What follows belongs to an exercise in optimizing a design on an open flow for small area, a short achievable clock period and few clock cycles; a production flow would make more cautious choices.
Power is estimated from default activity; no workload was simulated.

==> inputs of indigo <==
Design day12_top, start of the top module:
module day12_top #(
    parameter MAX_REGION_W = 64,
    parameter MAX_REGION_H = 64
) (
    input  wire clk,
    input  wire rst_n,
    input  wire in_valid,
    input  wire [31:0] in_data,
    output wire in_ready,
    output wire out_valid,
    output wire [31:0] out_data,
    input  wire out_ready
);
accelerator #(
    .MAX_REGION_W(MAX_REGION_W),
    .MAX_REGION_H(MAX_REGION_H)
) accel (
    .clk(clk),
    .rst_n(rst_n),
    .in_valid(in_valid),
    .in_data(in_data),
    .in_ready(in_ready),
    .out_valid(out_valid),
    .out_data(out_data),
    .out_ready(out_ready)
);
endmodule
Settings: LEC_CHECK=0, CAP_MARGIN=20, CORE_MARGIN=2, CORE_UTILIZATION=60, SLEW_MARGIN=20, SYNTH_HIERARCHICAL=1; clock period 14.5 ns.
run.sh (not shown) runs the stock make flow with config.mk's settings and CLKGATE_MAP_FILE= SYNTH_SCRIPT=/design/flow/synth_recipe.tcl, a recipe that flattens the netlist after the stock synthesis.
==> zinc (differences from indigo) <==
--- a/flow/design.v
+++ b/flow/design.v
@@ -85,32 +85,27 @@
             end
         endcase
     end
 end
 wire in_ns_zero = (in_data[15:0] == 16'd0);
 wire in_nr_zero = (in_data[31:16] == 16'd0);
 wire in_hc_zero = (in_data[23:16] == 8'd0);
-wire hdr_in_r  = r_v && (phase == PH_HDR);
-wire rdec      = r_v && (phase == PH_REG) && (rsub == 2'd2);
-wire sdec      = r_v && (phase == PH_SHDR || phase == PH_SDATA) && sdone;
-wire n_last_shape = hdr_in_r ? (r_ns_clamp == 4'd1) : (sdec ? (sleft == 4'd2) : (sleft == 4'd1));
-wire n_rl_zero = hdr_in_r ? r_nr_zero : (rdec ? (rleft == 16'd1) : (rleft == 16'd0));
-wire n_rl_one  = hdr_in_r ? (r_data[31:16] == 16'd1) : (rdec ? (rleft == 16'd2) : (rleft == 16'd1));
-wire n_wl_one  = (r_v && phase == PH_SHDR) ? (rhc[7:3] == 5'd0 && rhc[2:0] != 3'd0) || (rhc == 8'd4)
-                                           : ((r_v && phase == PH_SDATA) ? (wl == 7'd2) : (wl == 7'd1));
+wire n_last_shape = (nxt_sleft == 4'd1);
+wire n_rl_zero = (nxt_rleft == 16'd0);
+wire n_rl_one  = (nxt_rleft == 16'd1);
 wire n_reg = (nxt_phase == PH_REG);
 wire t_wh = accept & n_reg & (nxt_rsub == 2'd0);
 wire t_q1 = accept & n_reg & (nxt_rsub == 2'd1);
 wire t_q2 = accept & n_reg & (nxt_rsub == 2'd2);
 reg  end_if;
 always @(*) begin
     case (nxt_phase)
         PH_HDR:   end_if = in_ns_zero & in_nr_zero;
         PH_SHDR:  end_if = in_hc_zero & n_last_shape & n_rl_zero;
-        PH_SDATA: end_if = n_wl_one & n_last_shape & n_rl_zero;
+        PH_SDATA: end_if = (nxt_wl == 7'd1) & n_last_shape & n_rl_zero;
         default:  end_if = (nxt_rsub == 2'd2) & n_rl_one;
     endcase
 end
 wire t_end = accept & end_if;
 integer i;
 wire [31:0] a_in = ({32{t_wh}} & {in_data[7:0], in_data[15:8], in_data[31:24], in_data[23:16]})
                  | ({32{t_q1}} & {cells[3], cells[2], cells[1], cells[0]})
==> pepper (differences from indigo) <==
--- a/flow/design.v
+++ b/flow/design.v
@@ -23,15 +23,14 @@
 reg  [15:0] rleft;         
 reg  [1:0]  rsub;          
 reg         busy;          
 reg         ovalid;
 reg  [15:0] count;
 reg  [7:0]  cells [0:7];
 reg  [31:0] r_data;
-reg  [31:0] r_a;           
 reg         r_v;
 reg         r_wh, r_q1, r_q2, r_end;
 wire accept = in_valid & ~busy;
 assign in_ready  = ~busy;
 assign out_valid = ovalid;
 assign out_data  = {16'd0, count};
 wire [7:0] rhc = r_data[23:16];
@@ -85,43 +84,34 @@
             end
         endcase
     end
 end
 wire in_ns_zero = (in_data[15:0] == 16'd0);
 wire in_nr_zero = (in_data[31:16] == 16'd0);
 wire in_hc_zero = (in_data[23:16] == 8'd0);
-wire hdr_in_r  = r_v && (phase == PH_HDR);
-wire rdec      = r_v && (phase == PH_REG) && (rsub == 2'd2);
-wire sdec      = r_v && (phase == PH_SHDR || phase == PH_SDATA) && sdone;
-wire n_last_shape = hdr_in_r ? (r_ns_clamp == 4'd1) : (sdec ? (sleft == 4'd2) : (sleft == 4'd1));
-wire n_rl_zero = hdr_in_r ? r_nr_zero : (rdec ? (rleft == 16'd1) : (rleft == 16'd0));
-wire n_rl_one  = hdr_in_r ? (r_data[31:16] == 16'd1) : (rdec ? (rleft == 16'd2) : (rleft == 16'd1));
-wire n_wl_one  = (r_v && phase == PH_SHDR) ? (rhc[7:3] == 5'd0 && rhc[2:0] != 3'd0) || (rhc == 8'd4)
-                                           : ((r_v && phase == PH_SDATA) ? (wl == 7'd2) : (wl == 7'd1));
+wire n_last_shape = (nxt_sleft == 4'd1);
+wire n_rl_zero = (nxt_rleft == 16'd0);
+wire n_rl_one  = (nxt_rleft == 16'd1);
 wire n_reg = (nxt_phase == PH_REG);
 wire t_wh = accept & n_reg & (nxt_rsub == 2'd0);
 wire t_q1 = accept & n_reg & (nxt_rsub == 2'd1);
 wire t_q2 = accept & n_reg & (nxt_rsub == 2'd2);
 reg  end_if;
 always @(*) begin
     case (nxt_phase)
         PH_HDR:   end_if = in_ns_zero & in_nr_zero;
         PH_SHDR:  end_if = in_hc_zero & n_last_shape & n_rl_zero;
-        PH_SDATA: end_if = n_wl_one & n_last_shape & n_rl_zero;
+        PH_SDATA: end_if = (nxt_wl == 7'd1) & n_last_shape & n_rl_zero;
         default:  end_if = (nxt_rsub == 2'd2) & n_rl_one;
     endcase
 end
 wire t_end = accept & end_if;
 integer i;
-wire [31:0] a_in = ({32{t_wh}} & {in_data[7:0], in_data[15:8], in_data[31:24], in_data[23:16]})
-                 | ({32{t_q1}} & {cells[3], cells[2], cells[1], cells[0]})
-                 | ({32{t_q2}} & {cells[7], cells[6], cells[5], cells[4]});
 always @(posedge clk) begin
     r_data <= in_data;
-    r_a    <= a_in;
     phase <= nxt_phase;
     idx   <= nxt_idx;
     sleft <= nxt_sleft;
     wl    <= nxt_wl;
     rleft <= nxt_rleft;
     rsub  <= nxt_rsub;
     if (r_v && phase == PH_SHDR)
@@ -143,18 +133,18 @@
     end
 end
 wire wh = r_wh;
 wire [7:0] by0 = r_data[7:0];
 wire [7:0] by1 = r_data[15:8];
 wire [7:0] by2 = r_data[23:16];
 wire [7:0] by3 = r_data[31:24];
-wire [7:0] a0 = r_a[7:0];
-wire [7:0] a1 = r_a[15:8];
-wire [7:0] a2 = r_a[23:16];
-wire [7:0] a3 = r_a[31:24];
+wire [7:0] a0 = ({8{wh}} & by2) | ({8{r_q1}} & cells[0]) | ({8{r_q2}} & cells[4]);
+wire [7:0] a1 = ({8{wh}} & by3) | ({8{r_q1}} & cells[1]) | ({8{r_q2}} & cells[5]);
+wire [7:0] a2 = ({8{wh}} & by1) | ({8{r_q1}} & cells[2]) | ({8{r_q2}} & cells[6]);
+wire [7:0] a3 = ({8{wh}} & by0) | ({8{r_q1}} & cells[3]) | ({8{r_q2}} & cells[7]);
 wire [7:0] b0 = by0;
 wire [7:0] b1q = by1 & {8{~wh}};
 wire [7:0] b1w = by1 & {8{wh}};
 wire [7:0] b2 = by2;
 wire [7:0] b3 = by3;
 wire pp1;
 wire pp2;
==> flow/config.mk (replaced) <==
export PLATFORM = sky130hd
export DESIGN_NAME = day12_top
export DESIGN_NICKNAME = day12_top
export VERILOG_FILES = /design/flow/design.v
export SDC_FILE = /design/flow/constraint.sdc
export NUM_CORES = 4
export LEC_CHECK = 0
export CAP_MARGIN = 20
export CORE_MARGIN = 2
export CORE_UTILIZATION = 70
export CTS_BUF_LIST = sky130_fd_sc_hd__clkbuf_4
export SLEW_MARGIN = 20
export SYNTH_HIERARCHICAL = 1
==> onyx (differences from indigo) <==
==> flow/flow/run.sh (new file) <==
#!/bin/bash
# The standard layout (the standard.sh: standard synthesis, floorplan,
# placement, CTS, routing), with one change: the buffers that global
# placement puts on every input and output port are buf_2 cells instead of
# the cell buffer_ports picks by default.
set -euo pipefail
export BUFFER_PORTS_ARGS="-buffer_cell sky130_fd_sc_hd__buf_2"
bash standard.sh > standard.log 2>&1
==> flow/standard.sh (new file) <==
#!/bin/bash
# synth_recipe.tcl (not shown) runs the flow's synth.tcl, then flattens the netlist and writes it again
# the make line also repeats each setting of config.mk as NAME=value (left out here)
make -C /OpenROAD-flow-scripts/flow DESIGN_CONFIG=/design/flow/config.mk WORK_HOME=/design/flow/orfs CLKGATE_MAP_FILE= SYNTH_SCRIPT=/design/flow/synth_recipe.tcl "${@:-finish}"
removed: flow/run.sh
==> results by group <==
Setup path
  • Most used cell, CP: fa_1
  • Worst setup endpoint: accel.sg1_9

Worst hold path
  • Hold EP: accel.ovalid

Run status
  • Run status: complete, no violations

Clock network
  • Root Driver: clkbuf_4
That was pepper.
==> results by group <==
Timing
  • Setup TNS: 0 ns

Run status
  • Run status: complete, no violations

Worst hold path
  • Hold EP: accel.p_q2

Clock network
  • Root Driver: clkbuf_16

Pwr
  • Clock power frac: 46.8%

Setup path
  • Worst setup endpoint: accel.sm1_9
That was onyx.
==> results by group <==
Run status
  • Run status: complete, no violations

Setup path
  • Worst setup endpoint: accel.r_end
  • Worst Reg-to-Reg Cells: 14

Clock network
  • Root Driver: clkbuf_16
  • Latest clock arrival within the worst-skew pair: 0.53 ns

Timing
  • Worst Tran Pin Value: approximately 1.1 ns

Cells and area
  • Leading cell type in the layout, fill and taps excluded: dfxtp_1

Floorplan
  • # rows: 64
That was zinc.
==> results by group <==
Run status
  • Run status: complete, no violations

Setup path
  • Most used cell, CP: nor4_1
  • Worst setup endpoint: accel.r_end

Synthesis
  • Post-synth top cells: and2_1 (276), dfxtp_1 (259), fa_1 (250), nor2_1 (164), nand2_1 (108)

Clock network
  • Root Driver: clkbuf_16

Worst hold path
  • Hold EP: accel.p_q2
That was indigo.
No run of this note included a check of the RTL's function; only the layout flow was run.

## port drivers added, routing unchanged
Ports are ideal in the flow. The routed layouts listed here were re-timed in OpenROAD.
Step 1 assumes that a clkbuf_16 drives the clock port and a buf_2 every other input.
Step 2 times the ports against the registers' clock, not the clock port: input delays grow and output delays shrink by t, the midpoint of the rising clock arrivals with the driver on.
a / b / c = ideal / step 1 / step 2; a / b = the first two.
run | t, ns | setup WS [ns] | worst setup path after step 2 | worst slew at a driven data input, ns
indigo | 0.621 | 9.914 / 9.895 / 9.328 | input to register | 0.04
zinc | 0.567 | 9.614 / 9.642 / 9.075 | input to register | 0.03
pepper | 0.720 | 9.303 / 9.303 / 9.303 | register to register | 0.04
onyx | 0.629 | 10.280 / 10.238 / 9.936 | input to register | 0.04
After both steps setup and hold are still met in every run listed. The setup slack of indigo, which loses most, moves by -0.019 ns with the drivers and by -0.586 ns with both steps.
